This is an optimization exercise on Yosys and OpenROAD, whose aim is small area, not a production implementation. In this exercise RTL edits were held to simulation tests only and were not proved equivalent to the original.

==> flow/design.v (excerpt) <==
module fm_demod(
    input clk,
    input rstn,
    input en,
    input [2:0] channel,
    input [9:0] X,
    output [9:0] out,
    output [9:0] un_filtered_out,
    output filter_clk,
    output [16:0] snr
);
Size in the first run: roughly 480 flip-flops, ~36000 sq um of cells after synthesis.
==> flow/config.mk <==
export PLATFORM = sky130hd
export DESIGN_NAME = fm_demod
export DESIGN_NICKNAME = fm_demod
export VERILOG_FILES = /design/flow/design.v
export SDC_FILE = /design/flow/constraint.sdc
export NUM_CORES = 4
export LEC_CHECK = 0
export CAP_MARGIN = 5
export CORE_MARGIN = 2
export CORE_UTILIZATION = 65
export CTS_BUF_LIST = sky130_fd_sc_hd__clkbuf_8 sky130_fd_sc_hd__clkbuf_16
export CTS_CLUSTER_DIAMETER = 100
export CTS_CLUSTER_SIZE = 30
export SLEW_MARGIN = 5
export SYNTH_HIERARCHICAL = 1
==> flow/constraint.sdc <==
create_clock -name core_clock -period 35.0 [get_ports {clk}]
set_input_delay 7.0000 -clock core_clock [delete_from_list [all_inputs] [get_ports {clk}]]
set_output_delay 7.0000 -clock core_clock [all_outputs]
set_load 0.01 [all_outputs]
run.sh (not shown) runs the stock make flow with config.mk's settings and CLKGATE_MAP_FILE= SYNTH_SCRIPT=/design/flow/synth_recipe.tcl, a recipe that flattens the netlist after the stock synthesis.
Then changed:
==> flow/flow/run.sh (new file) <==
#!/bin/bash
# Standard layout with three changes: ports are buffered with the smallest
# buffer, clock tree synthesis inserts no dummy loads, and after placement the
# resizer sizes down cells on paths with slack to spare (power recovery).
set -e
export BUFFER_PORTS_ARGS="-buffer_cell sky130_fd_sc_hd__buf_1"
export CTS_ARGS="-sink_clustering_enable -repair_clock_nets -sink_clustering_size 30 -sink_clustering_max_diameter 100 -buf_list {sky130_fd_sc_hd__clkbuf_8 sky130_fd_sc_hd__clkbuf_16} -dont_use_dummy_load"
bash standard.sh place > standard_place.log 2>&1
openroad -no_init -exit flow/recover.tcl > recover.log 2>&1
bash standard.sh finish > standard.log 2>&1
==> flow/flow/recover.tcl (new file) <==
set P $::env(FLOW_HOME)/platforms/sky130hd
set R orfs/results/sky130hd/fm_demod/base
read_lef $P/lef/sky130_fd_sc_hd.tlef
read_lef $P/lef/sky130_fd_sc_hd_merged.lef
read_liberty $P/lib/sky130_fd_sc_hd__tt_025C_1v80.lib
read_db $R/3_place.odb
read_sdc $R/3_place.sdc
source $P/setRC.tcl
set_dont_use {sky130_fd_sc_hd__probe_p_8 sky130_fd_sc_hd__probec_p_8 sky130_fd_sc_hd__lpflow_*}
estimate_parasitics -placement
report_design_area
report_worst_slack -max
repair_timing -recover_power 100 -verbose
detailed_placement
check_placement
estimate_parasitics -placement
report_design_area
report_worst_slack -max
write_db $R/3_place.odb
==> flow/standard.sh (new file) <==
#!/bin/bash
# synth_recipe.tcl (not shown) runs the flow's synth.tcl, then flattens the netlist and writes it again
# the make line also repeats each setting of config.mk as NAME=value (left out here)
make -C /OpenROAD-flow-scripts/flow DESIGN_CONFIG=/design/flow/config.mk WORK_HOME=/design/flow/orfs CLKGATE_MAP_FILE= SYNTH_SCRIPT=/design/flow/synth_recipe.tcl "${@:-finish}"
removed: flow/run.sh
The new run finished with timing, DRC and antenna clean.
Hold slack got worse by 0.014 ns.
Count of clock-buffer cells in the layout goes down by 1.
Wire length is higher by 0.68%.
Die area does not change.
Area after synthesis stays the same.
Cell count hardly moves.
Setup slack gets worse by 0.085 ns.
Then changed:
==> flow/flow/run.sh (replaced) <==
#!/bin/bash
# Standard layout, with two changes: ports are buffered with the smallest
# buffer, and clock tree synthesis inserts no dummy loads.
set -e
export BUFFER_PORTS_ARGS="-buffer_cell sky130_fd_sc_hd__buf_1"
export CTS_ARGS="-sink_clustering_enable -repair_clock_nets -sink_clustering_size 14 -sink_clustering_max_diameter 80 -buf_list {sky130_fd_sc_hd__clkbuf_8} -dont_use_dummy_load"
bash standard.sh > standard.log 2>&1
removed: flow/flow/recover.tcl
=>
- synthesized cell count stays the same
- flip-flop and latch count stays the same
- wire length hardly moves
- cell count barely changes
- via count is about the same
- non-clock buffer count goes down by 10
- cell area goes down slightly
- setup slack gets better by 0.015 ns
- count of clock-buffer cells in the layout goes up by 19
- sequential share of layout area goes up by 0.12 points

==> static timing again, ports no longer ideal <==
The results above use ideal ports. As a check the final layouts listed here were re-extracted and re-timed, cells and wires unchanged. Step 1 (the two cells are an assumption about what drives the block):
set clk [get_ports {clk}]
set_driving_cell -lib_cell sky130_fd_sc_hd__clkbuf_16 $clk
set_driving_cell -lib_cell sky130_fd_sc_hd__buf_2 [delete_from_list [all_inputs] $clk]
Step 2, shift: input delay + t, output delay - t, t = (earliest + latest rising clock arrival at the registers) / 2. This alone moves slack from input paths to output paths. Three values: no drivers, after step 1, after step 2; two values: the first two.
| run | t (ns) | slack for setup (ns) | worst hold slack (ns) |
|---|---|---|---|
| the first run | 0.670 | 1.463 / 1.463 / 1.463 | 0.428 / 0.428 / 0.428 |
| the second run | 0.641 | 1.378 / 1.378 / 1.378 | 0.414 / 0.414 / 0.414 |
| the third run | 0.674 | 1.393 / 1.393 / 1.393 | 0.417 / 0.417 / 0.417 |
After both steps every run listed still meets setup and hold.
